Background: an optimization exercise with open tools, aiming at small area and a short achievable clock period. Do not read the settings as production practice. Where RTL was checked, it was by simulation tests only, not by an equivalence proof against the original. Function not checked in runs 1 and 6: the RTL went through the layout flow alone. Power figures rest on the tool's default switching activity, not on a simulated workload.

[flow/flow/run.sh]
#!/bin/bash
set -euo pipefail
export BUFFER_PORTS_ARGS="-buffer_cell sky130_fd_sc_hd__buf_1"
bash standard.sh finish > standard.log 2>&1
[flow/standard.sh]
#!/bin/bash
# synth_recipe.tcl (not shown) runs the flow's synth.tcl, then flattens the netlist and writes it again
# the make line also repeats each setting of config.mk as NAME=value (left out here)
make -C /OpenROAD-flow-scripts/flow DESIGN_CONFIG=/design/flow/config.mk WORK_HOME=/design/flow/orfs CLKGATE_MAP_FILE= SYNTH_SCRIPT=/design/flow/synth_recipe.tcl "${@:-finish}"
[flow/config.mk]
export PLATFORM = sky130hd
export DESIGN_NAME = rtc_top
export DESIGN_NICKNAME = rtc_top
export VERILOG_FILES = /design/flow/design.v
export SDC_FILE = /design/flow/constraint.sdc
export NUM_CORES = 4
export LEC_CHECK = 0
export CAP_MARGIN = 20
export CORE_MARGIN = 2
export CORE_UTILIZATION = 40
export SLEW_MARGIN = 20
[flow/constraint.sdc]
create_clock -name core_clock -period 5.0 [get_ports {clk_i}]
set_input_delay 1.0000 -clock core_clock [delete_from_list [all_inputs] [get_ports {clk_i}]]
set_output_delay 1.0000 -clock core_clock [all_outputs]
set_load 0.01 [all_outputs]
[flow/design.v]
module rtc_top (
                input logic         clk_i,
                input logic         rstn_i,
                input logic         date_update_i,
                input logic [31:0]  date_i,
                output logic [31:0] date_o,
                input logic         clock_update_i,
                output logic [21:0] clock_o,
                input logic [21:0]  clock_i,
                input logic [9:0]   init_sec_cnt_i,
                input logic         calibre_update_i,
                input logic [15:0]  calibre_sec_cnt_i,
                output logic [15:0] calibre_sec_cnt_o,
                input logic         timer_update_i,
                input logic         timer_enable_i,
                input logic         timer_retrig_i,
                input logic [16:0]  timer_target_i,
                output logic [16:0] timer_value_o,
                input logic         alarm_enable_i,
                input logic [5:0]   alarm_mask_i,
                input logic         alarm_update_clock_i,
                input logic [21:0]  alarm_clock_i,
                output logic [21:0] alarm_clock_o,
                input logic         alarm_update_date_i,
                input logic [31:0]  alarm_date_i,
                output logic [31:0] alarm_date_o,
                input logic         event_flag_update_i,
                input logic [1:0]   event_flag_i,
                output logic [1:0]  event_flag_o,
                output logic        event_o
                );
   logic [7:0]  r_seconds, r_minutes;
   logic [5:0]  r_hours;
   logic [5:0]  r_day;
   logic [4:0]  r_month;
   logic [13:0] r_year;
   logic [15:0] r_sec_counter, r_sec_cnt_calibre;
   logic        r_tick;           
   logic [16:0] r_timer, r_timer_target;
   logic        r_timer_en, r_timer_retrig;
   logic        r_timer_match;    
   logic [7:0]  r_alarm_seconds, r_alarm_minutes;
   logic [5:0]  r_alarm_hours;
   logic [13:0] r_alarm_year;
   logic [4:0]  r_alarm_month;
   logic [5:0]  r_alarm_day;
   logic [5:0]  r_alarm_mask;
   logic        r_alarm_enable;
   logic        r_sec59, r_min59, r_hour23;   
   logic        r_eom, r_eoy;     
   logic        n_eom;
   logic        r_match_date;     
   logic        r_match_time;     
   logic        r_alarm_match;    
   logic [1:0]  r_event_flag;
   logic [7:0]  n_seconds, n_minutes;
   logic [5:0]  n_hours;
   logic [5:0]  n_day;
   logic [4:0]  n_month;
   logic [13:0] n_year;
   logic [15:0] n_sec_counter, n_sec_cnt_calibre;
   logic [16:0] n_timer, n_timer_target;
   logic        n_timer_en;
   logic [7:0]  n_alarm_seconds, n_alarm_minutes;
   logic [5:0]  n_alarm_hours;
   logic [13:0] n_alarm_year;
   logic [4:0]  n_alarm_month;
   logic [5:0]  n_alarm_day;
   logic [5:0]  n_alarm_mask;
   logic        n_alarm_enable;
   logic        n_match_date, n_match_time;
   logic [1:0]  n_event_flag;
   logic        s_alarm_event, s_timer_event;
   logic        s_upd_min, s_upd_hour, s_new_day;
   logic        s_end_of_month, s_end_of_year;
   assign s_alarm_event = r_alarm_enable & r_match_date & r_match_time & ~r_alarm_match;
   assign s_timer_event = r_timer_en & r_timer_match;
   assign event_o       = s_alarm_event | s_timer_event;
   assign date_o            = {2'b00, r_year, 3'b000, r_month, 2'b00, r_day};
   assign clock_o           = {r_hours, r_minutes, r_seconds};
   assign calibre_sec_cnt_o = r_sec_cnt_calibre;
   assign timer_value_o     = r_timer;
   assign alarm_clock_o     = {r_alarm_hours, r_alarm_minutes, r_alarm_seconds};
   assign alarm_date_o      = {2'b00, r_alarm_year, 3'b000, r_alarm_month, 2'b00, r_alarm_day};
   assign event_flag_o      = r_event_flag;
   function automatic [3:0] inc4(input [3:0] x);
      inc4 = {x[3] ^ (&x[2:0]), x[2] ^ (&x[1:0]), x[1] ^ x[0], ~x[0]};
   endfunction
   function automatic [1:0] inc2(input [1:0] x);
      inc2 = {x[1] ^ x[0], ~x[0]};
   endfunction
   function automatic eom(input [5:0] d, input [4:0] m, input [13:0] y);
      logic leap;
      leap = (~y[0] & (y[4] == y[1])) & ((y[7:0] != 8'h00) | (~y[8] & (y[12] == y[9])));
      case (m)
        5'h01, 5'h03, 5'h05, 5'h07, 5'h08, 5'h10, 5'h12: eom = (d == 6'h31);
        5'h04, 5'h06, 5'h09, 5'h11:                      eom = (d == 6'h30);
        5'h02:   eom = (d == 6'h29) | (~leap & (d == 6'h28));
        default: eom = 1'b0;
      endcase
   endfunction
   logic [15:0] s_cnt_inc, n_count;
   assign s_cnt_inc[0] = ~r_sec_counter[0];
   assign s_cnt_inc[1] = r_sec_counter[1] ^ (&r_sec_counter[0:0]);
   assign s_cnt_inc[2] = r_sec_counter[2] ^ (&r_sec_counter[1:0]);
   assign s_cnt_inc[3] = r_sec_counter[3] ^ (&r_sec_counter[2:0]);
   assign s_cnt_inc[4] = r_sec_counter[4] ^ (&r_sec_counter[3:0]);
   assign s_cnt_inc[5] = r_sec_counter[5] ^ (&r_sec_counter[4:0]);
   assign s_cnt_inc[6] = r_sec_counter[6] ^ (&r_sec_counter[5:0]);
   assign s_cnt_inc[7] = r_sec_counter[7] ^ (&r_sec_counter[6:0]);
   assign s_cnt_inc[8] = r_sec_counter[8] ^ (&r_sec_counter[7:0]);
   assign s_cnt_inc[9] = r_sec_counter[9] ^ (&r_sec_counter[8:0]);
   assign s_cnt_inc[10] = r_sec_counter[10] ^ (&r_sec_counter[9:0]);
   assign s_cnt_inc[11] = r_sec_counter[11] ^ (&r_sec_counter[10:0]);
   assign s_cnt_inc[12] = r_sec_counter[12] ^ (&r_sec_counter[11:0]);
   assign s_cnt_inc[13] = r_sec_counter[13] ^ (&r_sec_counter[12:0]);
   assign s_cnt_inc[14] = r_sec_counter[14] ^ (&r_sec_counter[13:0]);
   assign s_cnt_inc[15] = r_sec_counter[15] ^ (&r_sec_counter[14:0]);
   always_comb begin
      n_sec_cnt_calibre = calibre_update_i ? calibre_sec_cnt_i : r_sec_cnt_calibre;
      if (clock_update_i) begin
         n_count       = {1'b0, init_sec_cnt_i, 5'h0};
         n_sec_counter = {1'b0, init_sec_cnt_i, 5'h1};
      end else if (r_tick) begin
         n_count       = 16'h0;
         n_sec_counter = 16'h1;
      end else begin
         n_count       = r_sec_counter;
         n_sec_counter = s_cnt_inc;
      end
   end
   assign s_upd_min  = r_tick & r_sec59;
   assign s_upd_hour = r_tick & r_sec59 & r_min59;
   assign s_new_day  = r_tick & r_sec59 & r_min59 & r_hour23;
   always_comb begin
      n_seconds = r_seconds;
      n_minutes = r_minutes;
      n_hours   = r_hours;
      if (clock_update_i) begin
         n_seconds = clock_i[7:0];
         n_minutes = clock_i[15:8];
         n_hours   = clock_i[21:16];
      end else begin
         if (r_tick) begin
            n_seconds[3:0] = (r_seconds[3:0] >= 4'h9) ? 4'h0 : inc4(r_seconds[3:0]);
            if (r_seconds >= 8'h59)
              n_seconds[7:4] = 4'h0;
            else if (r_seconds[3:0] >= 4'h9)
              n_seconds[7:4] = inc4(r_seconds[7:4]);
         end
         if (s_upd_min) begin
            n_minutes[3:0] = (r_minutes[3:0] >= 4'h9) ? 4'h0 : inc4(r_minutes[3:0]);
            if (r_minutes >= 8'h59)
              n_minutes[7:4] = 4'h0;
            else if (r_minutes[3:0] >= 4'h9)
              n_minutes[7:4] = inc4(r_minutes[7:4]);
         end
         if (s_upd_hour) begin
            if (r_hours >= 6'h23)
              n_hours = 6'h00;
            else if (r_hours[3:0] >= 4'h9)
              n_hours = {inc2(r_hours[5:4]), 4'h0};
            else
              n_hours[3:0] = inc4(r_hours[3:0]);
         end
      end
   end
   assign s_end_of_month = r_eom;
   assign s_end_of_year  = r_eoy;
   always_comb begin
      if (date_update_i)
        n_eom = eom(date_i[5:0], date_i[12:8], date_i[29:16]);
      else if (s_new_day)
        n_eom = ~r_eom & eom((r_day[3:0] != 4'h9) ? {r_day[5:4], inc4(r_day[3:0])}
                                                  : {inc2(r_day[5:4]), 4'h0},
                             r_month, r_year);
      else
        n_eom = r_eom;
   end
   always_comb begin
      n_day   = r_day;
      n_month = r_month;
      n_year  = r_year;
      if (date_update_i) begin
         n_day   = date_i[5:0];
         n_month = date_i[12:8];
         n_year  = date_i[29:16];
      end else if (s_new_day) begin
         if (s_end_of_month)
           n_day = 6'h01;
         else if (r_day[3:0] != 4'h9)
           n_day[3:0] = inc4(r_day[3:0]);
         else
           n_day = {inc2(r_day[5:4]), 4'h0};
         if (s_end_of_year)
           n_month = 5'h01;
         else if (s_end_of_month) begin
            if (r_month[3:0] != 4'h9)
              n_month[3:0] = inc4(r_month[3:0]);
            else
              n_month = {1'b1, 4'h0};
         end
         if (s_end_of_year) begin
            if (r_year[3:0] != 4'h9)
              n_year[3:0] = inc4(r_year[3:0]);
            else begin
               n_year[3:0] = 4'h0;
               if (r_year[7:4] != 4'h9)
                 n_year[7:4] = inc4(r_year[7:4]);
               else begin
                  n_year[7:4] = 4'h0;
                  if (r_year[11:8] != 4'h9)
                    n_year[11:8] = inc4(r_year[11:8]);
                  else begin
                     n_year[11:8]  = 4'h0;
                     n_year[13:12] = inc2(r_year[13:12]);
                  end
               end
            end
         end
      end
   end
   always_comb begin
      n_alarm_seconds = r_alarm_seconds;
      n_alarm_minutes = r_alarm_minutes;
      n_alarm_hours   = r_alarm_hours;
      n_alarm_mask    = r_alarm_mask;
      n_alarm_enable  = r_alarm_enable;
      if (alarm_update_clock_i) begin
         n_alarm_enable  = alarm_enable_i;
         n_alarm_seconds = alarm_clock_i[7:0];
         n_alarm_minutes = alarm_clock_i[15:8];
         n_alarm_hours   = alarm_clock_i[21:16];
         n_alarm_mask    = alarm_mask_i;
      end else if (s_alarm_event)
        n_alarm_enable = 1'b0;
      n_alarm_year  = r_alarm_year;
      n_alarm_month = r_alarm_month;
      n_alarm_day   = r_alarm_day;
      if (alarm_update_date_i) begin
         n_alarm_year  = alarm_date_i[29:16];
         n_alarm_month = alarm_date_i[12:8];
         n_alarm_day   = alarm_date_i[5:0];
      end
   end
   assign n_match_date = (n_alarm_mask[5] | (n_year    == n_alarm_year))    &
                         (n_alarm_mask[4] | (n_month   == n_alarm_month))   &
                         (n_alarm_mask[3] | (n_day     == n_alarm_day));
   assign n_match_time = (n_alarm_mask[2] | (n_hours   == n_alarm_hours))   &
                         (n_alarm_mask[1] | (n_minutes == n_alarm_minutes)) &
                         (n_alarm_mask[0] | (n_seconds == n_alarm_seconds));
   logic [16:0] s_timer_inc;
   assign s_timer_inc[0] = ~r_timer[0];
   assign s_timer_inc[1] = r_timer[1] ^ (&r_timer[0:0]);
   assign s_timer_inc[2] = r_timer[2] ^ (&r_timer[1:0]);
   assign s_timer_inc[3] = r_timer[3] ^ (&r_timer[2:0]);
   assign s_timer_inc[4] = r_timer[4] ^ (&r_timer[3:0]);
   assign s_timer_inc[5] = r_timer[5] ^ (&r_timer[4:0]);
   assign s_timer_inc[6] = r_timer[6] ^ (&r_timer[5:0]);
   assign s_timer_inc[7] = r_timer[7] ^ (&r_timer[6:0]);
   assign s_timer_inc[8] = r_timer[8] ^ (&r_timer[7:0]);
   assign s_timer_inc[9] = r_timer[9] ^ (&r_timer[8:0]);
   assign s_timer_inc[10] = r_timer[10] ^ (&r_timer[9:0]);
   assign s_timer_inc[11] = r_timer[11] ^ (&r_timer[10:0]);
   assign s_timer_inc[12] = r_timer[12] ^ (&r_timer[11:0]);
   assign s_timer_inc[13] = r_timer[13] ^ (&r_timer[12:0]);
   assign s_timer_inc[14] = r_timer[14] ^ (&r_timer[13:0]);
   assign s_timer_inc[15] = r_timer[15] ^ (&r_timer[14:0]);
   assign s_timer_inc[16] = r_timer[16] ^ (&r_timer[15:0]);
   always_comb begin
      n_timer_target = r_timer_target;
      n_timer_en     = r_timer_en;
      n_timer        = r_timer;
      if (timer_update_i) begin
         n_timer_en     = timer_enable_i;
         n_timer_target = timer_target_i;
         n_timer        = 17'h0;
      end else if (r_timer_en) begin
         if (r_timer_match) begin
            if (!r_timer_retrig)
              n_timer_en = 1'b0;
            n_timer = 17'h0;
         end else
           n_timer = s_timer_inc;
      end
   end
   always_comb begin
      n_event_flag = r_event_flag;
      if (event_flag_update_i) begin
         if (event_flag_i[0]) n_event_flag[0] = 1'b0;
         if (event_flag_i[1]) n_event_flag[1] = 1'b0;
      end else if (s_alarm_event)
        n_event_flag[0] = 1'b1;
      else if (s_timer_event)
        n_event_flag[1] = 1'b1;
   end
   always_ff @(posedge clk_i or negedge rstn_i) begin
      if (~rstn_i) begin
         r_seconds         <= 8'h0;
         r_minutes         <= 8'h0;
         r_hours           <= 6'h0;
         r_day             <= 6'h01;
         r_month           <= 5'h01;
         r_year            <= 14'h2000;
         r_sec_counter     <= 16'h1;
         r_sec_cnt_calibre <= 16'h7FFF;
         r_tick            <= 1'b0;
         r_timer           <= 17'h0;
         r_timer_target    <= 17'h0;
         r_timer_en        <= 1'b0;
         r_timer_retrig    <= 1'b0;
         r_timer_match     <= 1'b1;
         r_alarm_seconds   <= 8'h0;
         r_alarm_minutes   <= 8'h0;
         r_alarm_hours     <= 6'h0;
         r_alarm_year      <= 14'h0;
         r_alarm_month     <= 5'h0;
         r_alarm_day       <= 6'h0;
         r_alarm_mask      <= 6'h0;
         r_alarm_enable    <= 1'b0;
         r_sec59           <= 1'b0;
         r_min59           <= 1'b0;
         r_hour23          <= 1'b0;
         r_eom             <= 1'b0;
         r_eoy             <= 1'b0;
         r_match_date      <= 1'b0;
         r_match_time      <= 1'b0;
         r_alarm_match     <= 1'b0;
         r_event_flag      <= 2'h0;
      end else begin
         r_seconds         <= n_seconds;
         r_minutes         <= n_minutes;
         r_hours           <= n_hours;
         r_day             <= n_day;
         r_month           <= n_month;
         r_year            <= n_year;
         r_sec_counter     <= n_sec_counter;
         r_sec_cnt_calibre <= n_sec_cnt_calibre;
         r_tick            <= (n_count == n_sec_cnt_calibre);
         r_timer           <= n_timer;
         r_timer_target    <= n_timer_target;
         r_timer_en        <= n_timer_en;
         if (timer_update_i)
           r_timer_retrig  <= timer_retrig_i;
         r_timer_match     <= (n_timer == n_timer_target);
         r_alarm_seconds   <= n_alarm_seconds;
         r_alarm_minutes   <= n_alarm_minutes;
         r_alarm_hours     <= n_alarm_hours;
         r_alarm_year      <= n_alarm_year;
         r_alarm_month     <= n_alarm_month;
         r_alarm_day       <= n_alarm_day;
         r_alarm_mask      <= n_alarm_mask;
         r_alarm_enable    <= n_alarm_enable;
         r_sec59           <= (n_seconds == 8'h59);
         r_min59           <= (n_minutes == 8'h59);
         r_hour23          <= (n_hours == 6'h23);
         r_eom             <= n_eom;
         r_eoy             <= n_eom & (n_month == 5'h12);
         r_match_date      <= n_match_date;
         r_match_time      <= n_match_time;
         r_alarm_match     <= r_match_date & r_match_time;
         r_event_flag      <= n_event_flag;
      end
   end
endmodule  
==> impl_summary.txt, run 1 <==
----------------------------------------------------
[Drt]
  Aggregate routed wire length ... roughly 28000 um
  Antenna Nets Post-Route ... 0
  Total via count after detailed routing ... about 8700
  Starting DRT DRC Count ... 549
  Residual DRC count ... 0
  Number of search-and-repair iterations in the first detailed-routing pass ... 5
  Via-to-Cell Ratio ... 5.20
  Wire length per cell after detailed routing ... around 17 um

[Logic synthesis]
  Cell types with the highest counts after synthesis ... sky130_fd_sc_hd__dfrtp_1 (161), sky130_fd_sc_hd__nand2_1 (70), sky130_fd_sc_hd__mux2_2 (68), sky130_fd_sc_hd__inv_1 (67), sky130_fd_sc_hd__a21oi_1 (62)
  Synthesized area ... between 10000 and 15000 um^2
  Post-synth cell types ... slightly above 80
  Share of synthesized area spent on multiplexers ... 0.107
  Count of flip-flops with a built-in enable after synthesis ... 0
  Mapped Cells ... around 1100
  Parity-gate share of the synthesized area counting xor and xnor cells ... 0.0747
  Seq/Total Area, Yosys ... 0.432
  Synth top area share ... 0.382
  Flip-flop and latch count after synthesis ... roughly 180
  Most used standard cell by instance count after synthesis ... sky130_fd_sc_hd__dfrtp_1
  Main combinational cell family by area after synthesis ... simple AND/OR/NAND/NOR gates
  FFs w/ async S/R, synth ... 1.00
  Synthesized-area fraction occupied by and/or/nand/nor cells ... 0.155
  Largest area contributor in the synthesized netlist ... sky130_fd_sc_hd__dfrtp_1
  Mean area per synthesized cell ... 10.0 um^2
  Synth warn ... 1
  Fraction of the mapped netlist area in compound gates ... 0.129
  Post-synthesis share of cell area spent on full adders, half adders and majority gates ... 0.0486
  Most area-consuming cells after synthesis ... sky130_fd_sc_hd__dfrtp_1 (38%), sky130_fd_sc_hd__mux2_2 (7.3%), sky130_fd_sc_hd__dfstp_2 (5.0%)
  Leading register cell type out of synthesis ... sky130_fd_sc_hd__dfrtp_1

[Clocking]
  H-tree depth ... 4
  CTS tree ... built
  Clock insertion delay at the later pin of the skew report ... about 420 ps
  Clock Sink Count ... between 150 and 200
  Total of cells resized after clock tree synthesis ... 0
  Max clock buf depth ... 2
  Number of buffers created by CTS ... 17
  Postcts setup bufs ... 0
  Clock edge transition at the registers on the reported setup and hold paths ... 80 ps
  CTS root buffer ... sky130_fd_sc_hd__clkbuf_16
  Hold buffer count at CTS ... 0

[Global route]
  Via count of the first global-routing pass ... 8321
  GRT Overall Usage ... 0.199
  Total congestion overflow after global routing ... 0
  Largest net degree at the start of global routing ... 72
  Wire length of the first global-routing pass ... 44800 um
  Antenna violations before repair ... 0

[Timing]
  Max Clock Freq ... 271 MHz
  Post-route minimum period ... approximately 3700 ps
  Count of pins over their slew limit ... 0
  Setup_tns ... 0 ps
  Setup clock skew after layout ... roughly 12 ps
  Portion of the clock cycle consumed by the worst path in the final layout ... 0.737
  Transition time at the pin with the least slew margin ... ~960 ps
  Setup violations, final ... 0
  Hold Fails Final Rpt ... 0
  Unrepaired setup endpoints after global routing ... false
  Max-slew headroom at the worst pin ... 0.362

[Critical path]
  Delay-heaviest family, CP ... simple AND/OR/NAND/NOR gates
  Biggest cell delay along the critical path ... ~780 ps
  Critical Path Start ... r_tick$_DFF_PN0_
  Cell at the slowest stage of the critical path ... sky130_fd_sc_hd__dfrtp_1
  Critical R2R Launch ... r_tick$_DFF_PN0_
  Crit start category ... flop
  Path depth of the worst reg2reg path ... 8
  Type of the worst setup path ... flop to flop
  Endpoint required time on the critical path ... about 5300 ps
  Sequence of cells on the critical path ... nand4_4 -> nor2_1 -> a31oi_1 -> o21ai_0 -> xnor2_1 -> nand4_1 -> or4b_1 -> a222oi_1
  CP Capture Type ... flop
  Crit Reg-Reg Endpoint ... r_match_date$_DFF_PN0_
  Maximum fanout count along the critical path ... 24
  Worst reg-to-reg setup slack ... around 1300 ps
  Bufs and invs on worst path ... 0
  Critical Path End ... r_match_date$_DFF_PN0_
  Worst EP arrival ... 3990 ps
  CP Depth ... 8

[Min path]
  Worst hold path class ... input port to async pin

[Final layout]
  Proportion of layout cells with a drive suffix above 1 ... 0.112
  Diodes inserted ... 0
  Post-route cell area ... ~13000 um^2
  Area growth from synthesis to layout ... 18.5%
  Final nets ... approximately 1500

[Floorplan]
  CORE AREA ... 26000 um^2
  Ports ... between 300 and 400
  Die H ... around 170 um
  Area of the die ... about 28000 um^2
  Die extent in x ... 166 um
  Starting density of the core ... 0.406
  Number of cell rows ... just under 60

[Pwr]
  Max VDD drop ... 184 uV
  Standby leakage power ... between 5 and 6 nW
  Cell area power density ... just over 300 nW/um^2
  Design Power ... roughly 3.8 mW

[Placement]
  Routability congestion estimate ... 0.877
  Number of buffers inserted by port buffering ... roughly 290
  Placed wire-length estimate after detailed placement ... roughly 21000 um
  Post-Place Cell Area ... 11900 um^2

[Status]
  Result of the run ... no timing/DRC/antenna violations

[Run]
  Reported max-cap violation count ... 0

----------------------------------------------------
## worst min-delay path by stage
stage / startpoint / endpoint / cells past startpoint
after floorplan: r_sec_counter[0]$_DFF_PN1_ / r_sec_counter[0]$_DFF_PN1_ / 1
after global placement: r_alarm_mask[3]$_DFF_PN0_ / r_alarm_mask[3]$_DFF_PN0_ / 2
after detailed placement: r_sec_counter[0]$_DFF_PN1_ / r_sec_counter[0]$_DFF_PN1_ / 1
after CTS: rstn_i / r_year[4]$_DFF_PN0_ / 1
after global routing: rstn_i / r_year[4]$_DFF_PN0_ / 1
final: rstn_i / r_year[12]$_DFF_PN0_ / 1
## per-layer routing
metal	wire (um)	vias up	share of wire	GRT usage
met5	0	-	0	0
met4	350	0	0.013	0.0465
met3	1590	19	0.057	0.0436
met2	12900	245	0.46	0.315
met1	13100	4169	0.47	0.281
li1	-	4248	-	-
## area by class of cell
type | count | area, um^2
well taps | 335 | 419
clock buffers | 17 | 425
repair buffers | 297 | 1170
inverters | 68 | 255
multi-input cells | 756 | 5490
flip-flops and latches | 181 | 4550
clock inverters | 15 | 186
fillers | 2591 | 13500
## where the power goes
part           total (mW)  switching (mW)  internal, mW
clock                1.39           0.670         0.722
sequential           1.70           0.105          1.59
combinational       0.722           0.416         0.306
total                3.81            1.19          2.62
## stage by stage
stage | hold slack (ps) | worst slack (ps) | std cells | utilization
global route | 447 | 956 | 1669 | 0.481
global placement | 458 | 1100 | 1637 | 0.458
CTS | 444 | 1300 | 1669 | 0.481
finish | 464 | 1320 | 1669 | 0.481
detailed placement | 465 | 1060 | 1637 | 0.458
floorplan | 444 | 1800 | 1066 | -
## registers in the layout, indices dropped and copies added, names as in the netlist, 2 cells and up
register / count
r_alarm_year: 14
r_seconds: 8
r_alarm_seconds: 8
r_hours: 6
r_day: 6
r_minutes: 8
r_alarm_mask: 6
r_month: 5
r_year: 14
r_alarm_month: 5
r_event_flag: 2
r_sec_counter: 16
r_alarm_minutes: 8
r_alarm_day: 6
r_sec_cnt_calibre: 16
r_alarm_hours: 6
r_timer: 17
r_timer_target: 17
## cell families after synthesis
group / Yosys count
and+or+nand+nor: 293
DFF: 181
adders and majority gates: 41
muxes: 104
other: 1
xor gates and xnor gates: 90
buffers and inverters: 129
AOI/OAI and AO/OA: 214
## placed cells by master (no fill, tap or decap), types with 9 or more instances in the layout
cell type and n:
sky130_fd_sc_hd__buf_1 283, sky130_fd_sc_hd__dfrtp_1 161, sky130_fd_sc_hd__nand2_1 70, sky130_fd_sc_hd__mux2_2 68, sky130_fd_sc_hd__inv_1 67, sky130_fd_sc_hd__a21oi_1 62, sky130_fd_sc_hd__xnor2_1 54, sky130_fd_sc_hd__o21ai_0 52
sky130_fd_sc_hd__nor2_1 51, sky130_fd_sc_hd__ha_1 41, sky130_fd_sc_hd__xor2_1 36, sky130_fd_sc_hd__mux2i_1 34, sky130_fd_sc_hd__nand3_1 23, sky130_fd_sc_hd__dfstp_2 20, sky130_fd_sc_hd__clkbuf_16 17, sky130_fd_sc_hd__nor4_1 16
sky130_fd_sc_hd__nor3_1 15, sky130_fd_sc_hd__conb_1 14, sky130_fd_sc_hd__nor2b_1 13, sky130_fd_sc_hd__a31oi_1 12, sky130_fd_sc_hd__nand3b_1 12, sky130_fd_sc_hd__and2_1 11, sky130_fd_sc_hd__nand2b_1 11, sky130_fd_sc_hd__o22ai_1 10
sky130_fd_sc_hd__nand4_1 10, sky130_fd_sc_hd__buf_4 10, sky130_fd_sc_hd__and3_1 9, sky130_fd_sc_hd__a22oi_1 9
==> run 2: changes to the inputs <==
--- a/flow/design.v
+++ b/flow/design.v
@@ -165,6 +165,18 @@
          end
       end
    end
+   logic n_sec59, n_min59, n_hour23;
+   always_comb begin
+      if (clock_update_i) begin
+         n_sec59  = (clock_i[7:0]   == 8'h59);
+         n_min59  = (clock_i[15:8]  == 8'h59);
+         n_hour23 = (clock_i[21:16] == 6'h23);
+      end else begin
+         n_sec59  = r_tick     ? (r_seconds == 8'h58) : r_sec59;
+         n_min59  = s_upd_min  ? (r_minutes == 8'h58) : r_min59;
+         n_hour23 = s_upd_hour ? (r_hours   == 6'h22) : r_hour23;
+      end
+   end
    assign s_end_of_month = r_eom;
    assign s_end_of_year  = r_eoy;
    always_comb begin
@@ -267,6 +279,17 @@
    assign s_timer_inc[14] = r_timer[14] ^ (&r_timer[13:0]);
    assign s_timer_inc[15] = r_timer[15] ^ (&r_timer[14:0]);
    assign s_timer_inc[16] = r_timer[16] ^ (&r_timer[15:0]);
+   logic n_timer_match;
+   always_comb begin
+      if (timer_update_i)
+        n_timer_match = (timer_target_i == 17'h0);
+      else if (r_timer_en & r_timer_match)
+        n_timer_match = (r_timer_target == 17'h0);
+      else if (r_timer_en)
+        n_timer_match = (s_timer_inc == r_timer_target);
+      else
+        n_timer_match = r_timer_match;
+   end
    always_comb begin
       n_timer_target = r_timer_target;
       n_timer_en     = r_timer_en;
@@ -342,7 +365,7 @@
          r_timer_en        <= n_timer_en;
          if (timer_update_i)
            r_timer_retrig  <= timer_retrig_i;
-         r_timer_match     <= (n_timer == n_timer_target);
+         r_timer_match     <= n_timer_match;
          r_alarm_seconds   <= n_alarm_seconds;
          r_alarm_minutes   <= n_alarm_minutes;
          r_alarm_hours     <= n_alarm_hours;
@@ -351,11 +374,11 @@
          r_alarm_day       <= n_alarm_day;
          r_alarm_mask      <= n_alarm_mask;
          r_alarm_enable    <= n_alarm_enable;
-         r_sec59           <= (n_seconds == 8'h59);
-         r_min59           <= (n_minutes == 8'h59);
-         r_hour23          <= (n_hours == 6'h23);
+         r_sec59           <= n_sec59;
+         r_min59           <= n_min59;
+         r_hour23          <= n_hour23;
          r_eom             <= n_eom;
-         r_eoy             <= n_eom & (n_month == 5'h12);
+         r_eoy             <= n_eom & (date_update_i ? (date_i[12:8] == 5'h12) : (r_month == 5'h12));
          r_match_date      <= n_match_date;
          r_match_time      <= n_match_time;
          r_alarm_match     <= r_match_date & r_match_time;
==> impl_summary.txt, run 2 <==
----------------------------------------------------
[Final layout]
  Largest registers in the final layout ... r_timer: 17 flops, r_timer_target: 17 flops
  Non-filler cells in the finished layout ... between 1500 and 2000
  Most common cell after layout, fill and taps aside ... sky130_fd_sc_hd__buf_1
  Area occupied by multi-input gates ... approximately 5900 um^2
  Count of filler cells inserted in the layout ... ~2600
  Final nets ... ~1600
  Area growth from synthesis to layout ... 17.0%
  Diodes inserted ... 0
  Flip-flop and latch area ... between 4000 and 5000 um^2
  Proportion of layout cells with a drive suffix above 1 ... 0.126
  Leading cell types in the layout, fill and taps excluded ... sky130_fd_sc_hd__buf_1 (282), sky130_fd_sc_hd__dfrtp_1 (161), sky130_fd_sc_hd__mux2_2 (74)

[Drt]
  Residual DRC count ... 0
  Via-to-Cell Ratio ... between 5 and 6
  Wire length per cell after detailed routing ... about 18 um
  Aggregate routed wire length ... 29700 um
  Total via count after detailed routing ... 9306
  Number of search-and-repair iterations in the first detailed-routing pass ... 7
  Antenna Nets Post-Route ... 0
  Starting DRT DRC Count ... approximately 660

[Logic synthesis]
  FFs w/ async S/R, synth ... 1.00
  Post-synth cell types ... 88
  Seq/Total Area, Yosys ... 0.415
  Leading register cell type out of synthesis ... sky130_fd_sc_hd__dfrtp_1
  Most used standard cell by instance count after synthesis ... sky130_fd_sc_hd__dfrtp_1
  Largest area contributor in the synthesized netlist ... sky130_fd_sc_hd__dfrtp_1
  Flip-flop and latch count after synthesis ... about 180
  Synth top area share ... 0.367
  Mapped Cells ... between 1000 and 1500
  Synthesized area ... about 11000 um^2
  Cell types with the highest counts after synthesis ... sky130_fd_sc_hd__dfrtp_1 (161), sky130_fd_sc_hd__mux2_2 (74), sky130_fd_sc_hd__nand2_1 (73), sky130_fd_sc_hd__o21ai_0 (60), sky130_fd_sc_hd__inv_1 (54)
  Mean area per synthesized cell ... 10.1 um^2
  Count of flip-flops with a built-in enable after synthesis ... 0
  Most area-consuming cells after synthesis ... sky130_fd_sc_hd__dfrtp_1 (37%), sky130_fd_sc_hd__mux2_2 (7.6%), sky130_fd_sc_hd__dfstp_2 (4.8%)
  Synth warn ... 1

[Clocking]
  Clock insertion delay at the later pin of the skew report ... about 430 ps
  Number of buffers created by CTS ... 17
  CTS root buffer ... sky130_fd_sc_hd__clkbuf_16
  Postcts setup bufs ... 0
  Hold buffer count at CTS ... 0
  Total of cells resized after clock tree synthesis ... 0
  Max clock buf depth ... 2
  Clock Sink Count ... about 180
  H-tree depth ... 4
  CTS tree ... built
  Clock edge transition at the registers on the reported setup and hold paths ... approximately 80 ps

[Critical path]
  Crit start category ... flop
  CP Depth ... 7
  Crit Reg-Reg Endpoint ... r_match_date$_DFF_PN0_
  Critical R2R Launch ... r_sec59$_DFFE_PN0P_
  Critical Path End ... r_match_date$_DFF_PN0_
  Cell at the slowest stage of the critical path ... sky130_fd_sc_hd__nand4_1
  Worst EP arrival ... approximately 3800 ps
  Endpoint required time on the critical path ... around 5300 ps
  Delay-heaviest family, CP ... simple AND/OR/NAND/NOR gates
  Critical Path Start ... r_sec59$_DFFE_PN0P_
  Sequence of cells on the critical path ... nand4_1 -> buf_4 -> or4_1 -> o311a_1 -> a22oi_1 -> nand4_1 -> a222oi_1
  Worst reg-to-reg setup slack ... 1540 ps
  Biggest cell delay along the critical path ... just over 600 ps
  Type of the worst setup path ... flop to flop
  Most frequent cell on the critical path ... sky130_fd_sc_hd__nand4_1
  Bufs and invs on worst path ... 1
  Path depth of the worst reg2reg path ... 7
  CP Capture Type ... flop
  Maximum fanout count along the critical path ... 17

[Timing]
  Count of pins over their slew limit ... 0
  Worst-case hold slack ... 481 ps
  Hold Fails Final Rpt ... 0
  Post-route minimum period ... 3460 ps
  Max Clock Freq ... approximately 290 MHz
  Transition time at the pin with the least slew margin ... around 930 ps
  Max-slew headroom at the worst pin ... 0.383
  Portion of the clock cycle consumed by the worst path in the final layout ... 0.692
  Setup violations, final ... 0
  Unrepaired setup endpoints after global routing ... false
  Setup_tns ... 0 ps
  Final setup slack of the worst path ... between 1500 and 2000 ps
  Setup clock skew after layout ... roughly 13 ps

[Placement]
  Routability congestion estimate ... between 0.8 and 0.9
  Number of buffers inserted by port buffering ... approximately 290
  Placed wire-length estimate after detailed placement ... about 22000 um
  Setup Slack @ Placement ... approximately 1500 ps
  Placed cell count ... between 1500 and 2000

[Pwr]
  Standby leakage power ... between 5 and 6 nW
  Cell area power density ... about 300 nW/um^2
  Max VDD drop ... about 240 uV

[Status]
  Result of the run ... no timing/DRC/antenna violations

[Global route]
  Antenna violations before repair ... 0
  Total congestion overflow after global routing ... 0
  Wire length of the first global-routing pass ... 47200 um
  GRT Overall Usage ... 0.204
  Largest net degree at the start of global routing ... between 150 and 200
  Via count of the first global-routing pass ... about 8900

[Run]
  Reported max-cap violation count ... 0

[Floorplan]
  Die H ... 170 um
  Area of the die ... 28800 um^2
  Ports ... 315
  Die extent in x ... roughly 170 um
  Starting density of the core ... 0.407
  CORE AREA ... 27000 um^2
  Number of cell rows ... 60

[Min path]
  Start point of the worst min-delay path ... r_sec_counter[0]$_DFF_PN1_
  Worst hold path class ... flop to flop

----------------------------------------------------
-- run 2: cell types whose count changed after synthesis, sizes merged, moves of 8 or more --
cell / before / now
a22o: 2 / 11
o31ai: 4 / 12
nand4: 11 / 21
xor2: 36 / 46
a21oi: 63 / 31
mux2i: 35 / 22
o211ai: 0 / 10
clkbuf: 26 / 40
inv: 68 / 54
xnor2: 54 / 46
-- run 2: worst min-delay path by stage --
stage,to,slack (ps),cells after the start
floorplan,r_alarm_mask[4]$_DFF_PN0_,450,2
global placement,r_sec_counter[0]$_DFF_PN1_,460,1
detailed placement,r_sec_counter[0]$_DFF_PN1_,470,1
CTS,r_sec_counter[0]$_DFF_PN1_,490,1
global route,r_sec_counter[0]$_DFF_PN1_,500,1
finish,r_sec_counter[0]$_DFF_PN1_,480,1
-- run 2: where the power goes --
group	switching (mW)	total (mW)	internal, mW
registers	0.129	1.73	1.60
logic	0.434	0.763	0.329
clock network	0.671	1.36	0.694
total	1.23	3.85	2.62
-- run 2: area by class of cell --
cell class	count	area share
multi-input cells	791	0.458
flip-flops and latches	181	0.354
repair buffers	298	0.0937
clock buffers	19	0.0353
well taps	341	0.0332
inverters	54	0.0158
clock inverters	13	0.0100
-- run 2: worst reg2reg max path, cell delays in order, from the launching register on --
cell	delay (ps)
sky130_fd_sc_hd__dfrtp_1	550
sky130_fd_sc_hd__nand4_1	620
sky130_fd_sc_hd__buf_4	450
sky130_fd_sc_hd__or4_1	580
sky130_fd_sc_hd__o311a_1	350
sky130_fd_sc_hd__a22oi_1	230
sky130_fd_sc_hd__nand4_1	230
sky130_fd_sc_hd__a222oi_1	330
-- run 2: cells by family after synthesis --
family          Yosys count  share of synthesized area
flops                   181                      0.415
mux                      96                     0.0959
simple gates            306                      0.158
other cells               1                   0.000342
xor+xnor                 92                     0.0734
compound gates          241                      0.156
fa+ha+maj                42                     0.0479
buf+inv                 124                     0.0541
-- run 2: routing by layer --
| layer | routed length, um | vias up | global-route usage |
|---|---|---|---|
| met5 | 0 | - | 0 |
| met4 | 314 | 0 | 0.0424 |
| met3 | 1720 | 16 | 0.0417 |
| met2 | 14300 | 283 | 0.336 |
| met1 | 13400 | 4521 | 0.280 |
| li1 | - | 4486 | - |
-- run 2: through the flow --
step	area (um^2)	utilization	total power, mW
after floorplan	11000	-	2.23
after global placement	12200	0.454	2.50
after detailed placement	12200	0.454	2.52
after CTS	12800	0.476	3.90
after global routing	12900	0.477	4.06
final	12900	0.477	3.85
==> run 3: changes to the inputs <==
--- a/flow/config.mk
+++ b/flow/config.mk
@@ -7,5 +7,6 @@
 export LEC_CHECK = 0
 export CAP_MARGIN = 20
 export CORE_MARGIN = 2
-export CORE_UTILIZATION = 40
+export CORE_UTILIZATION = 65
+export SETUP_SLACK_MARGIN = 2.6
 export SLEW_MARGIN = 20
==> impl_summary.txt, run 3 <==
----------------------------------------------------
[Status]
  Result of the run ... no timing/DRC/antenna violations

[Logic synthesis]
  Leading register cell type out of synthesis ... sky130_fd_sc_hd__dfrtp_1
  Cell types with the highest counts after synthesis ... sky130_fd_sc_hd__dfrtp_1 (161), sky130_fd_sc_hd__mux2_2 (74), sky130_fd_sc_hd__nand2_1 (73), sky130_fd_sc_hd__o21ai_0 (60), sky130_fd_sc_hd__inv_1 (54)
  Count of flip-flops with a built-in enable after synthesis ... 0
  Synthesized area ... 11000 um^2
  Seq/Total Area, Yosys ... 0.415
  Mapped Cells ... 1083
  Flip-flop and latch count after synthesis ... about 180
  Post-synth cell types ... a little under 90
  Most area-consuming cells after synthesis ... sky130_fd_sc_hd__dfrtp_1 (37%), sky130_fd_sc_hd__mux2_2 (7.6%), sky130_fd_sc_hd__dfstp_2 (4.8%)
  Synth top area share ... 0.367
  Most used standard cell by instance count after synthesis ... sky130_fd_sc_hd__dfrtp_1
  Mean area per synthesized cell ... approximately 10 um^2
  Synth warn ... 1
  FFs w/ async S/R, synth ... 1.00
  Largest area contributor in the synthesized netlist ... sky130_fd_sc_hd__dfrtp_1

[Drt]
  Total via count after detailed routing ... a little under 10000
  Wire length per cell after detailed routing ... between 15 and 20 um
  Starting DRT DRC Count ... just under 900
  Number of search-and-repair iterations in the first detailed-routing pass ... 8
  Antenna Nets Post-Route ... 0
  Aggregate routed wire length ... between 30000 and 40000 um
  Residual DRC count ... 0
  Via-to-Cell Ratio ... just over 6

[Clocking]
  CTS tree ... built
  Max clock buf depth ... 2
  Number of buffers created by CTS ... 17
  Clock edge transition at the registers on the reported setup and hold paths ... roughly 70 ps
  Clock Sink Count ... ~180
  H-tree depth ... 4
  Clock insertion delay at the later pin of the skew report ... roughly 440 ps
  CTS root buffer ... sky130_fd_sc_hd__clkbuf_16

[Floorplan]
  Area of the die ... 17900 um^2
  Ports ... between 300 and 400
  Die H ... 134 um
  Die extent in x ... roughly 130 um
  Starting density of the core ... 0.664
  CORE AREA ... between 15000 and 20000 um^2
  Number of cell rows ... 47

[Global route]
  Largest net degree at the start of global routing ... ~80
  Global routing usage on met3 ... 0.0737
  Via count of the first global-routing pass ... between 9000 and 10000
  Antenna violations before repair ... 0
  Met2 usage in global routing ... 0.555
  Global Route met1 Usage ... 0.430
  GRT Overall Usage ... 0.336
  Total congestion overflow after global routing ... 0
  Wire length of the first global-routing pass ... about 48000 um
  Gr busiest metal ... met2

[Critical path]
  Critical R2R Launch ... r_seconds[0]$_DFF_PN0_
  Sequence of cells on the critical path ... inv_1 -> ha_1 -> or3b_2 -> a21oi_4 -> o221a_2 -> xor2_1 -> or2_2 -> o41a_1 -> a211oi_2
  Path depth of the worst reg2reg path ... 9
  Crit start category ... flop
  Critical Path Start ... r_seconds[0]$_DFF_PN0_
  Type of the worst setup path ... flop to flop
  Endpoint required time on the critical path ... ~5400 ps
  Maximum fanout count along the critical path ... 4
  Cell at the slowest stage of the critical path ... sky130_fd_sc_hd__or3b_2
  Biggest cell delay along the critical path ... ~530 ps
  Worst EP arrival ... between 3000 and 4000 ps
  CP Capture Type ... flop
  Worst reg-to-reg setup slack ... 2200 ps

[Placement]
  Placed wire-length estimate after detailed placement ... 21600 um
  Number of buffers inserted by port buffering ... ~290
  Placed cell count ... between 1500 and 2000
  Routability congestion estimate ... 0.914
  Setup Slack @ Placement ... 1470 ps

[Final layout]
  Most common cell after layout, fill and taps aside ... sky130_fd_sc_hd__buf_1
  Proportion of layout cells with a drive suffix above 1 ... 0.192
  Leading cell types in the layout, fill and taps excluded ... sky130_fd_sc_hd__buf_1 (279), sky130_fd_sc_hd__dfrtp_1 (152), sky130_fd_sc_hd__nand2_1 (73)
  Final nets ... 1594
  Largest registers in the final layout ... r_timer: 17 flops, r_timer_target: 17 flops
  Non-filler cells in the finished layout ... around 1600
  Area growth from synthesis to layout ... 21.7%

[Pwr]
  Max VDD drop ... approximately 270 uV
  Design Power ... 3.98 mW
  Cell area power density ... between 200 and 300 nW/um^2
  Standby leakage power ... approximately 5.6 nW

[Run]
  Reported max-cap violation count ... 0

[Timing]
  Transition time at the pin with the least slew margin ... 905 ps
  Max-slew headroom at the worst pin ... 0.396
  Count of pins over their slew limit ... 0
  Final setup slack of the worst path ... around 2200 ps
  Setup_tns ... 0 ps
  Unrepaired setup endpoints after global routing ... true
  Setup clock skew after layout ... roughly 12 ps
  Max Clock Freq ... 357 MHz
  Setup violations, final ... 0
  Post-route minimum period ... between 2000 and 3000 ps
  Portion of the clock cycle consumed by the worst path in the final layout ... 0.561
  Hold Fails Final Rpt ... 0

[Min path]
  Start point of the worst min-delay path ... r_alarm_mask[3]$_DFF_PN0_
  Number of cells on the worst hold path ... 2
  Worst hold path class ... flop to flop

----------------------------------------------------
run 3: cell types whose count changed in the layout (fill, tap and decap cells not counted), sizes merged:
cell      delta
buf         +38
bufinv       +3
inv          -3
clkinv       +2
clkinvlp     -2
diode        +2
run 3: final timing paths:
| kind | endpoint |
|---|---|
| worst max-delay path | r_match_time$_DFF_PN0_ |
| worst min-delay path | r_alarm_mask[3]$_DFF_PN0_ |
| worst max register to register | r_match_time$_DFF_PN0_ |
| worst min register to register | r_alarm_mask[3]$_DFF_PN0_ |
| max in group asynchronous | r_minutes[0]$_DFF_PN0_ |
| min in group asynchronous | r_month[1]$_DFF_PN0_ |
run 3: cells by family after synthesis:
family / after synthesis / synth area share
xor+xnor: 92 / 0.0734
flops: 181 / 0.415
buf+inv: 124 / 0.0541
simple gates: 306 / 0.158
other cells: 1 / 0.000342
fa+ha+maj: 42 / 0.0479
compound gates: 241 / 0.156
mux: 96 / 0.0959
run 3: report_power, final:
group	switching (mW)	internal [mW]	leakage, nW
Clock	0.616	0.797	0.298
Sequential	0.130	1.60	2.15
Combinational	0.470	0.369	3.10
Total	1.22	2.77	5.55
run 3: final cells by class:
class                           instances  area, um^2
Multi-Input combinational cell        791        6220
Sequential cell                       181        4570
Fill cell                            1098        3160
Timing Repair Buffer                  336        1490
Clock buffer                           19         433
Tap cell                              220         275
Inverter                               54         205
Clock inverter                         13         173
Antenna cell                            2        5.00
run 3: stage by stage:
| step | utilization | hold WS (ps) | cell area, um^2 |
|---|---|---|---|
| 2_1_floorplan | - | 446 | 11200 |
| 3_5_place_dp | 0.737 | 466 | 12200 |
| 5_1_grt | 0.809 | 508 | 13400 |
| 4_1_cts | 0.789 | 483 | 13000 |
| 3_3_place_gp | 0.737 | 456 | 12200 |
| 6_report | 0.809 | 479 | 13400 |
run 3: repair_timing:
action                                  in CTS  in global routing
buffers inserted                            20                 21
hold buffers                                 0                  0
pin swaps                                    8                 24
resized for setup                           32                 43
endpoints found under the setup margin       6                 10
run 3: per-layer routing:
layer  vias up  routed length [um]
met4         0                1020
met3        77                2460
met5         -                   0
li1       4554                   -
met2       489               15100
met1      4786               12000
run 3: critical path, delay by kind of cell (launching register included):
| kind | cells | cell delay, ps |
|---|---|---|
| buf+inv | 1 | 80 |
| fa+ha+maj | 1 | 170 |
| flops | 1 | 410 |
| compound gates | 4 | 1140 |
| simple gates | 2 | 840 |
| xor+xnor | 1 | 70 |
==> run 4: changes to the inputs <==
--- a/flow/config.mk
+++ b/flow/config.mk
@@ -7,6 +7,6 @@
 export LEC_CHECK = 0
 export CAP_MARGIN = 20
 export CORE_MARGIN = 2
-export CORE_UTILIZATION = 65
+export CORE_UTILIZATION = 40
 export SETUP_SLACK_MARGIN = 2.6
 export SLEW_MARGIN = 20
==> impl_summary.txt, run 4 <==
----------------------------------------------------
[Global route]
  Via count of the first global-routing pass ... roughly 9000
  Antenna violations before repair ... 0
  Largest net degree at the start of global routing ... 80
  Total congestion overflow after global routing ... 0
  Wire length of the first global-routing pass ... 48900 um
  GRT Overall Usage ... 0.214

[Critical path]
  Maximum fanout count along the critical path ... 6
  Crit start category ... flop
  Cell at the slowest stage of the critical path ... sky130_fd_sc_hd__or4_4
  Worst EP arrival ... roughly 3200 ps
  Delay-heaviest family, CP ... compound AO/OA/AOI/OAI gates
  Type of the worst setup path ... flop to flop
  Endpoint required time on the critical path ... 5340 ps
  CP Capture Type ... flop
  Bufs and invs on worst path ... 1
  Sequence of cells on the critical path ... inv_2 -> ha_4 -> or3b_4 -> a221o_1 -> a21oi_4 -> a221oi_2 -> a211o_1 -> or4_4 -> a211oi_2
  Biggest cell delay along the critical path ... between 500 and 600 ps

[Logic synthesis]
  FFs w/ async S/R, synth ... 1.00
  Synth warn ... 1
  Mean area per synthesized cell ... a little over 10 um^2
  Synthesized area ... about 11000 um^2
  Post-synth cell types ... a little under 90
  Most area-consuming cells after synthesis ... sky130_fd_sc_hd__dfrtp_1 (37%), sky130_fd_sc_hd__mux2_2 (7.6%), sky130_fd_sc_hd__dfstp_2 (4.8%)
  Seq/Total Area, Yosys ... 0.415
  Largest area contributor in the synthesized netlist ... sky130_fd_sc_hd__dfrtp_1
  Mapped Cells ... approximately 1100
  Cell types with the highest counts after synthesis ... sky130_fd_sc_hd__dfrtp_1 (161), sky130_fd_sc_hd__mux2_2 (74), sky130_fd_sc_hd__nand2_1 (73), sky130_fd_sc_hd__o21ai_0 (60), sky130_fd_sc_hd__inv_1 (54)
  Leading register cell type out of synthesis ... sky130_fd_sc_hd__dfrtp_1
  Count of flip-flops with a built-in enable after synthesis ... 0
  Flip-flop and latch count after synthesis ... 181
  Most used standard cell by instance count after synthesis ... sky130_fd_sc_hd__dfrtp_1
  Synth top area share ... 0.367

[Timing]
  Transition time at the pin with the least slew margin ... slightly above 700 ps
  Final setup slack of the worst path ... 2150 ps
  Worst-case hold slack ... a little under 500 ps
  Unrepaired setup endpoints after global routing ... true
  Post-route minimum period ... 2850 ps
  Portion of the clock cycle consumed by the worst path in the final layout ... 0.570
  Setup violations, final ... 0
  Hold Fails Final Rpt ... 0
  Setup_tns ... 0 ps
  Setup clock skew after layout ... approximately 17 ps
  Max-slew headroom at the worst pin ... 0.527
  Count of pins over their slew limit ... 0
  Max Clock Freq ... roughly 350 MHz

[Final layout]
  Most common cell after layout, fill and taps aside ... sky130_fd_sc_hd__buf_1
  Final nets ... about 1600
  Post-route cell area ... about 13000 um^2
  Proportion of layout cells with a drive suffix above 1 ... 0.181
  Count of filler cells inserted in the layout ... about 2600
  Diodes inserted ... 0
  Area growth from synthesis to layout ... 21.6%
  Largest registers in the final layout ... r_timer: 17 flops, r_timer_target: 17 flops
  Leading cell types in the layout, fill and taps excluded ... sky130_fd_sc_hd__buf_1 (278), sky130_fd_sc_hd__dfrtp_1 (156), sky130_fd_sc_hd__nand2_1 (72)
  Utilization after layout ... 0.496
  Non-filler cells in the finished layout ... 1726

[Floorplan]
  Starting density of the core ... 0.407
  CORE AREA ... ~27000 um^2
  Ports ... ~320
  Number of cell rows ... 60
  Area of the die ... ~29000 um^2
  Die H ... roughly 170 um
  Die extent in x ... 170 um

[Drt]
  Aggregate routed wire length ... between 30000 and 40000 um
  Wire length per cell after detailed routing ... ~18 um
  Starting DRT DRC Count ... about 570
  Antenna Nets Post-Route ... 0
  Number of search-and-repair iterations in the first detailed-routing pass ... 5
  Total via count after detailed routing ... about 9500
  Residual DRC count ... 0
  Via-to-Cell Ratio ... 5.51

[Placement]
  Placed wire-length estimate after detailed placement ... 23100 um
  Placed cell count ... roughly 1700
  Setup Slack @ Placement ... between 1000 and 1500 ps
  Post-Place Cell Area ... between 10000 and 15000 um^2
  Number of buffers inserted by port buffering ... around 290
  Routability congestion estimate ... between 0.8 and 0.9

[Clocking]
  Hold buffer count at CTS ... 0
  Clock Sink Count ... approximately 180
  CTS tree ... built
  Clock edge transition at the registers on the reported setup and hold paths ... 90 ps
  Number of buffers created by CTS ... 17
  CTS root buffer ... sky130_fd_sc_hd__clkbuf_16
  Max clock buf depth ... 2
  Clock insertion delay at the later pin of the skew report ... around 440 ps
  H-tree depth ... 4

[Pwr]
  Design Power ... slightly below 4 mW
  Max VDD drop ... approximately 200 uV
  Cell internal pwr ... 2.62 mW
  Standby leakage power ... 5.46 nW
  Sw power ... roughly 1.3 mW
  Combinational Power Share ... 0.207
  Cell area power density ... just under 300 nW/um^2
  Sw frac ... 0.325
  Clock network power share ... 0.348
  Reg power frac ... 0.445

[Status]
  Result of the run ... no timing/DRC/antenna violations

[Min path]
  Worst hold path class ... flop to flop

[Run]
  Reported max-cap violation count ... 0

----------------------------------------------------
[run 4: cell counts after synthesis]
Identical to the previous run, type by type.
[run 4: path summary, 6_finish.rpt]
path / start / endpoint / slack (ps) / cells past startpoint
max in group asynchronous: rstn_i / r_minutes[0]$_DFF_PN0_ / 3420 / 2
worst max register to register: r_minutes[0]$_DFF_PN0_ / r_match_time$_DFF_PN0_ / 2150 / 9
worst min-delay path: r_sec_counter[0]$_DFF_PN1_ / r_sec_counter[0]$_DFF_PN1_ / 480 / 1
min in group asynchronous: rstn_i / r_alarm_year[9]$_DFF_PN0_ / 560 / 1
worst max-delay path: r_minutes[0]$_DFF_PN0_ / r_match_time$_DFF_PN0_ / 2150 / 9
worst min register to register: r_sec_counter[0]$_DFF_PN1_ / r_sec_counter[0]$_DFF_PN1_ / 480 / 1
[run 4: cells by family (layout without fill, tap and decap cells)]
group | after synthesis | in the layout | share of synthesized area
AO/OA/AOI/OAI | 241 | 241 | 0.156
multiplexers | 96 | 96 | 0.0959
flip-flops | 181 | 181 | 0.415
buffers and inverters | 124 | 413 | 0.0541
other | 1 | 14 | 0.000342
XOR/XNOR | 92 | 92 | 0.0734
adder cells (fa/ha/maj) | 42 | 42 | 0.0479
AND/OR/NAND/NOR | 306 | 306 | 0.158
[run 4: repair_timing]
| item | in CTS | in global routing |
|---|---|---|
| cloned | 0 | 0 |
| endpoints found under the hold margin | 0 | 0 |
| gates resized for setup | 20 | 31 |
| endpoints found under the setup margin | 29 | 10 |
| pin swaps | 10 | 13 |
| buffers inserted | 19 | 11 |
[run 4: final cells by class]
class,count,area [um^2],share of cell area
clock buffers,17,425,0.0319
clock inverters,15,163,0.0122
inverters,54,209,0.0156
multi-input cells,791,6150,0.461
flip-flops and latches,181,4560,0.341
well taps,341,427,0.0319
repair buffers,327,1420,0.106
[run 4: routing by layer]
metal,track usage,vias up,wire [um],share of wire
met5,0,-,0,0
met4,0.0435,0,322,0.010
met3,0.0497,17,2000,0.064
met2,0.350,288,14600,0.47
met1,0.290,4659,14100,0.45
li1,-,4548,-,-
[run 4: power groups by stage]
stage / sequential [mW] / combinational [mW] / clock [mW]
CTS: 1.73 / 0.798 / 1.39
global placement: 1.75 / 0.767 / 0
detailed placement: 1.76 / 0.776 / 0
finish: 1.73 / 0.803 / 1.35
floorplan: 1.76 / 0.483 / 0
global route: 1.75 / 0.894 / 1.45
==> run 5: changes to the inputs <==
--- a/flow/config.mk
+++ b/flow/config.mk
@@ -8,5 +8,5 @@
 export CAP_MARGIN = 20
 export CORE_MARGIN = 2
 export CORE_UTILIZATION = 40
-export SETUP_SLACK_MARGIN = 2.6
+export SETUP_SLACK_MARGIN = 3.0
 export SLEW_MARGIN = 20
==> impl_summary.txt, run 5 <==
----------------------------------------------------
[Final layout]
  Area growth from synthesis to layout ... 32.2%
  Final nets ... between 1500 and 2000
  Most common cell after layout, fill and taps aside ... sky130_fd_sc_hd__buf_1
  Proportion of layout cells with a drive suffix above 1 ... 0.307
  Utilization after layout ... 0.539
  Diodes inserted ... 0
  Post-route cell area ... about 15000 um^2
  Largest registers in the final layout ... r_timer: 17 flops, r_timer_target: 17 flops
  Leading cell types in the layout, fill and taps excluded ... sky130_fd_sc_hd__buf_1 (203), sky130_fd_sc_hd__dfrtp_1 (121), sky130_fd_sc_hd__buf_4 (81)

[Clocking]
  Max clock buf depth ... 2
  Number of buffers created by CTS ... 17
  Clock Sink Count ... about 180
  CTS root buffer ... sky130_fd_sc_hd__clkbuf_16
  CTS tree ... built
  H-tree depth ... 4
  Hold buffer count at CTS ... 0
  Clock insertion delay at the later pin of the skew report ... 440 ps
  Clock edge transition at the registers on the reported setup and hold paths ... about 70 ps

[Floorplan]
  Area of the die ... 28800 um^2
  CORE AREA ... 27000 um^2
  Die H ... 170 um
  Starting density of the core ... 0.407
  Die extent in x ... between 150 and 200 um
  Number of cell rows ... 60
  Ports ... approximately 320

[Timing]
  Max Clock Freq ... ~350 MHz
  Post-route minimum period ... around 2800 ps
  Setup_tns ... 0 ps
  Max-slew headroom at the worst pin ... 0.560
  Portion of the clock cycle consumed by the worst path in the final layout ... 0.564
  Hold Fails Final Rpt ... 0
  Setup clock skew after layout ... approximately 18 ps
  Transition time at the pin with the least slew margin ... 660 ps
  Unrepaired setup endpoints after global routing ... true
  Setup violations, final ... 0
  Count of pins over their slew limit ... 0

[Global route]
  Largest net degree at the start of global routing ... approximately 110
  Via count of the first global-routing pass ... 9535
  Antenna violations before repair ... 0
  Total congestion overflow after global routing ... 0
  Wire length of the first global-routing pass ... around 50000 um
  GRT Overall Usage ... 0.217

[Logic synthesis]
  Synth warn ... 1
  Synth top area share ... 0.367
  Most used standard cell by instance count after synthesis ... sky130_fd_sc_hd__dfrtp_1
  Mapped Cells ... about 1100
  Seq/Total Area, Yosys ... 0.415
  Most area-consuming cells after synthesis ... sky130_fd_sc_hd__dfrtp_1 (37%), sky130_fd_sc_hd__mux2_2 (7.6%), sky130_fd_sc_hd__dfstp_2 (4.8%)
  Leading register cell type out of synthesis ... sky130_fd_sc_hd__dfrtp_1
  Count of flip-flops with a built-in enable after synthesis ... 0
  Mean area per synthesized cell ... between 10 and 15 um^2
  Flip-flop and latch count after synthesis ... between 150 and 200
  Synthesized area ... between 10000 and 15000 um^2
  Cell types with the highest counts after synthesis ... sky130_fd_sc_hd__dfrtp_1 (161), sky130_fd_sc_hd__mux2_2 (74), sky130_fd_sc_hd__nand2_1 (73), sky130_fd_sc_hd__o21ai_0 (60), sky130_fd_sc_hd__inv_1 (54)
  FFs w/ async S/R, synth ... 1.00
  Post-synth cell types ... 88
  Largest area contributor in the synthesized netlist ... sky130_fd_sc_hd__dfrtp_1

[Drt]
  Residual DRC count ... 0
  Via-to-Cell Ratio ... between 5 and 6
  Antenna Nets Post-Route ... 0
  Total via count after detailed routing ... roughly 9800
  Starting DRT DRC Count ... between 500 and 600
  Wire length per cell after detailed routing ... 17.8 um
  Aggregate routed wire length ... about 32000 um
  Number of search-and-repair iterations in the first detailed-routing pass ... 5

[Critical path]
  Type of the worst setup path ... flop to flop
  Worst EP arrival ... ~3200 ps
  Crit start category ... flop
  Endpoint required time on the critical path ... around 5400 ps
  CP Capture Type ... flop
  Maximum fanout count along the critical path ... 8

[Run]
  Reported max-cap violation count ... 0

[Status]
  Result of the run ... no timing/DRC/antenna violations

[Placement]
  Placed wire-length estimate after detailed placement ... around 23000 um
  Routability congestion estimate ... 0.843
  Number of buffers inserted by port buffering ... 286
  Post-Place Cell Area ... 12400 um^2

[Pwr]
  Max VDD drop ... 204 uV
  Cell area power density ... ~280 nW/um^2
  Standby leakage power ... between 6 and 7 nW

[Min path]
  Worst hold path class ... flop to flop

----------------------------------------------------
[run 5: cell counts after synthesis]
Identical to the previous run, type by type.
[run 5: cell families after synthesis]
logic type / Yosys count / synth area share
AO/OA/AOI/OAI: 241 / 0.156
XOR/XNOR: 92 / 0.0734
adder cells (fa/ha/maj): 42 / 0.0479
buffers and inverters: 124 / 0.0541
flip-flops: 181 / 0.415
multiplexers: 96 / 0.0959
other: 1 / 0.000342
AND/OR/NAND/NOR: 306 / 0.158
[run 5: layout make-up]
class	count	area [um^2]
fill	2473	12400
multi-input combinational	791	6310
sequential	181	4600
timing repair buffer	386	2370
clock buffer	18	439
tap	341	427
inverter	54	209
clock inverter	14	166
[run 5: metrics by stage]
| step | std cells | hold slack (ps) | total power, mW | worst slack [ps] |
|---|---|---|---|---|
| after floorplan | 1096 | 446 | 2.26 | 2250 |
| after global placement | 1662 | 466 | 2.52 | 1460 |
| after detailed placement | 1662 | 466 | 2.54 | 1400 |
| after CTS | 1758 | 495 | 4.03 | 2160 |
| after global routing | 1785 | 510 | 4.25 | 2080 |
| final | 1785 | 487 | 4.06 | 2180 |
[run 5: report_power, final]
part / switching, mW / internal [mW] / total (mW)
combinational: 0.485 / 0.452 / 0.937
clock: 0.663 / 0.728 / 1.39
sequential: 0.128 / 1.60 / 1.73
total: 1.28 / 2.78 / 4.06
[run 5: worst paths after layout]
path	start	end	slack, ps	cells after the start
max	r_minutes[0]$_DFF_PN0_	r_match_time$_DFF_PN0_	2180	9
max in group asynchronous	rstn_i	r_minutes[3]$_DFF_PN0_	3790	2
max reg2reg	r_minutes[0]$_DFF_PN0_	r_match_time$_DFF_PN0_	2180	9
min	r_alarm_mask[3]$_DFF_PN0_	r_alarm_mask[3]$_DFF_PN0_	490	2
min reg2reg	r_alarm_mask[3]$_DFF_PN0_	r_alarm_mask[3]$_DFF_PN0_	490	2
min in group asynchronous	rstn_i	r_alarm_year[13]$_DFF_PN0_	580	2
[run 5: per-layer routing]
metal | wire, um | track usage | up-vias
met4 | 507 | 0.0595 | 0
li1 | - | - | 4654
met5 | 0 | 0 | -
met3 | 1830 | 0.0387 | 30
met1 | 14100 | 0.289 | 4800
met2 | 15400 | 0.363 | 303
[run 5: worst max-delay path, stage by stage (launching register included)]
cell                       delay, ps
sky130_fd_sc_hd__dfrtp_2         440
sky130_fd_sc_hd__inv_2            80
sky130_fd_sc_hd__ha_4            120
sky130_fd_sc_hd__or3b_4          430
sky130_fd_sc_hd__a221o_1         350
sky130_fd_sc_hd__a21oi_4         240
sky130_fd_sc_hd__a221oi_2         90
sky130_fd_sc_hd__a211o_1         300
sky130_fd_sc_hd__or4_4           490
sky130_fd_sc_hd__a211oi_2        190
[run 5: what timing repair did]
action / 4_1_cts / 5_1_grt
setup endpoints to repair: 130 / 114
endpoints found under the hold margin: 0 / 0
buffers inserted: 64 / 26
pin swaps: 23 / 16
gates cloned: 0 / 0
resized for setup: 182 / 110
==> run 6: changes to the inputs <==
--- a/flow/design.v
+++ b/flow/design.v
@@ -365,7 +365,7 @@
          r_timer_en        <= n_timer_en;
          if (timer_update_i)
            r_timer_retrig  <= timer_retrig_i;
-         r_timer_match     <= n_timer_match;
+         r_timer_match     <= (n_timer == n_timer_target);
          r_alarm_seconds   <= n_alarm_seconds;
          r_alarm_minutes   <= n_alarm_minutes;
          r_alarm_hours     <= n_alarm_hours;
--- a/flow/config.mk
+++ b/flow/config.mk
@@ -8,5 +8,5 @@
 export CAP_MARGIN = 20
 export CORE_MARGIN = 2
 export CORE_UTILIZATION = 40
-export SETUP_SLACK_MARGIN = 3.0
+export SETUP_SLACK_MARGIN = 2.6
 export SLEW_MARGIN = 20
==> impl_summary.txt, run 6 <==
----------------------------------------------------
[Status]
  Result of the run ... no timing/DRC/antenna violations

[Timing]
  Max-slew headroom at the worst pin ... 0.582
  Count of pins over their slew limit ... 0
  Final setup slack of the worst path ... around 1900 ps
  Setup_tns ... 0 ps
  Transition time at the pin with the least slew margin ... 627 ps
  Max Clock Freq ... ~330 MHz
  Post-route minimum period ... between 3000 and 4000 ps
  Hold Fails Final Rpt ... 0
  Setup clock skew after layout ... approximately 12 ps
  Setup violations, final ... 0

[Pwr]
  Cell area power density ... just under 300 nW/um^2
  Standby leakage power ... ~5.4 nW

[Floorplan]
  Die extent in x ... 164 um
  Starting density of the core ... 0.406
  CORE AREA ... around 25000 um^2
  Number of cell rows ... 58
  Ports ... 315
  Die H ... between 150 and 200 um

[Logic synthesis]
  Synth top area share ... 0.394
  Count of flip-flops with a built-in enable after synthesis ... 0
  Seq/Total Area, Yosys ... 0.445
  Synthesized area ... roughly 10000 um^2
  FFs w/ async S/R, synth ... 1.00
  Cell types with the highest counts after synthesis ... sky130_fd_sc_hd__dfrtp_1 (161), sky130_fd_sc_hd__mux2_2 (77), sky130_fd_sc_hd__nand2_1 (73), sky130_fd_sc_hd__xnor2_1 (64), sky130_fd_sc_hd__nor2_1 (63)
  Leading register cell type out of synthesis ... sky130_fd_sc_hd__dfrtp_1
  Mapped Cells ... 1002

[Final layout]
  Most common cell after layout, fill and taps aside ... sky130_fd_sc_hd__buf_1
  Leading cell types in the layout, fill and taps excluded ... sky130_fd_sc_hd__buf_1 (277), sky130_fd_sc_hd__dfrtp_1 (155), sky130_fd_sc_hd__nand2_1 (72)
  Largest registers in the final layout ... r_timer: 17 flops, r_timer_target: 17 flops
  Area growth from synthesis to layout ... 28.1%

[Drt]
  Highest metal layer with signal wires ... met5
  Residual DRC count ... 0
  Antenna Nets Post-Route ... 0
  Total via count after detailed routing ... roughly 8700
  Wire length per cell after detailed routing ... 17.0 um

[Critical path]
  Crit start category ... flop
  CP Capture Type ... flop

[Clocking]
  Clock insertion delay at the later pin of the skew report ... between 400 and 500 ps
  Clock edge transition at the registers on the reported setup and hold paths ... about 80 ps
  Hold buffer count at CTS ... 0
  Max clock buf depth ... 2
  H-tree depth ... 4

[Min path]
  Worst hold path class ... flop to flop

[Placement]
  Placed wire-length estimate after detailed placement ... about 21000 um
  Setup Slack @ Placement ... roughly 1400 ps
  Routability congestion estimate ... about 0.84

[Global route]
  Antenna violations before repair ... 3
  GRT Overall Usage ... 0.212

----------------------------------------------------
run 6: cell count changes in the layout (fill, tap and decap cells not counted), moves of 10 or more:
| cell | change |
|---|---|
| sky130_fd_sc_hd__buf_1 | +74 |
| sky130_fd_sc_hd__buf_6 | -58 |
| sky130_fd_sc_hd__dfrtp_1 | +34 |
| sky130_fd_sc_hd__dfrtp_2 | -34 |
| sky130_fd_sc_hd__nor2_1 | +22 |
| sky130_fd_sc_hd__buf_4 | -19 |
| sky130_fd_sc_hd__xnor2_1 | +18 |
| sky130_fd_sc_hd__buf_2 | -14 |
| sky130_fd_sc_hd__inv_1 | -13 |
| sky130_fd_sc_hd__clkbuf_2 | -12 |
| sky130_fd_sc_hd__nand4_1 | -12 |
| sky130_fd_sc_hd__a21oi_1 | +11 |
| sky130_fd_sc_hd__nor4_1 | -10 |
| sky130_fd_sc_hd__o211ai_1 | -10 |
run 6: cells by family after synthesis:
group                      share of synthesized area
xor gates and xnor gates                      0.0865
other                                       0.000367
DFF                                            0.445
muxes                                          0.105
buffers and inverters                         0.0424
and+or+nand+nor                                0.159
AOI/OAI and AO/OA                              0.110
adders and majority gates                     0.0514
run 6: through the flow:
stage	instance area (um^2)	power, mW	cells
finish	13100	3.86	1674
floorplan	10500	2.18	1015
detailed placement	11700	2.44	1583
global placement	11700	2.43	1583
CTS	12900	3.88	1665
global route	13100	4.05	1672
run 6: routing by layer:
metal	GRT usage	up-vias
met3	0.0533	24
met2	0.347	255
met4	0.0566	2
met1	0.279	4225
met5	0	-
li1	-	4191
run 6: path summary, 6_finish.rpt:
| kind | start | end | slack [ps] | cells past startpoint |
|---|---|---|---|---|
| worst min-delay path | r_sec_counter[0]$_DFF_PN1_ | r_sec_counter[0]$_DFF_PN1_ | 480 | 1 |
| worst max register to register | r_year[0]$_DFF_PN0_ | r_match_date$_DFF_PN0_ | 1940 | 10 |
| min in group asynchronous | rstn_i | r_minutes[7]$_DFF_PN0_ | 540 | 1 |
| worst min register to register | r_sec_counter[0]$_DFF_PN1_ | r_sec_counter[0]$_DFF_PN1_ | 480 | 1 |
| worst max-delay path | r_year[0]$_DFF_PN0_ | r_match_date$_DFF_PN0_ | 1940 | 10 |
| max in group asynchronous | rstn_i | r_year[0]$_DFF_PN0_ | 3440 | 2 |
run 6: cell type report:
| class | instances | area, um^2 |
|---|---|---|
| diodes | 2 | 5.00 |
| clock buffers | 18 | 429 |
| clock inverters | 14 | 161 |
| fillers | 2343 | 12100 |
| inverters | 44 | 169 |
| multi-input cells | 733 | 5730 |
| flip-flops and latches | 181 | 4560 |
| well taps | 330 | 413 |
| repair buffers | 351 | 1630 |
| repair inverters | 1 | 5.00 |
run 6: worst max-delay path: stages (launching register included):
cell	delay (ps)
sky130_fd_sc_hd__dfrtp_2	430
sky130_fd_sc_hd__ha_4	170
sky130_fd_sc_hd__and3b_2	250
sky130_fd_sc_hd__nand4_4	130
sky130_fd_sc_hd__buf_4	120
sky130_fd_sc_hd__nor4_2	30
sky130_fd_sc_hd__a221o_1	320
sky130_fd_sc_hd__xor2_1	150
sky130_fd_sc_hd__or4_1	520
sky130_fd_sc_hd__or4_4	520
sky130_fd_sc_hd__a222oi_1	310
run 6: power by group:
part           total [mW]  switching, mW  internal (mW)
registers            1.70          0.107           1.60
clock network        1.36          0.688          0.675
logic               0.789          0.435          0.353
run 6: timing repair:
action                     CTS  global route
gates resized for setup     56            40
pin swaps                   37            27
setup endpoints to repair    6            10
buffers inserted            49             7
gates cloned                 1             0

Setup slack of run 6, layout unchanged: 1.941 ns with ideal ports, 1.941 ns with driving cells assumed (clock clkbuf_16, inputs buf_2), 1.563 ns with port delays also shifted by the 0.477 ns mid clock arrival.
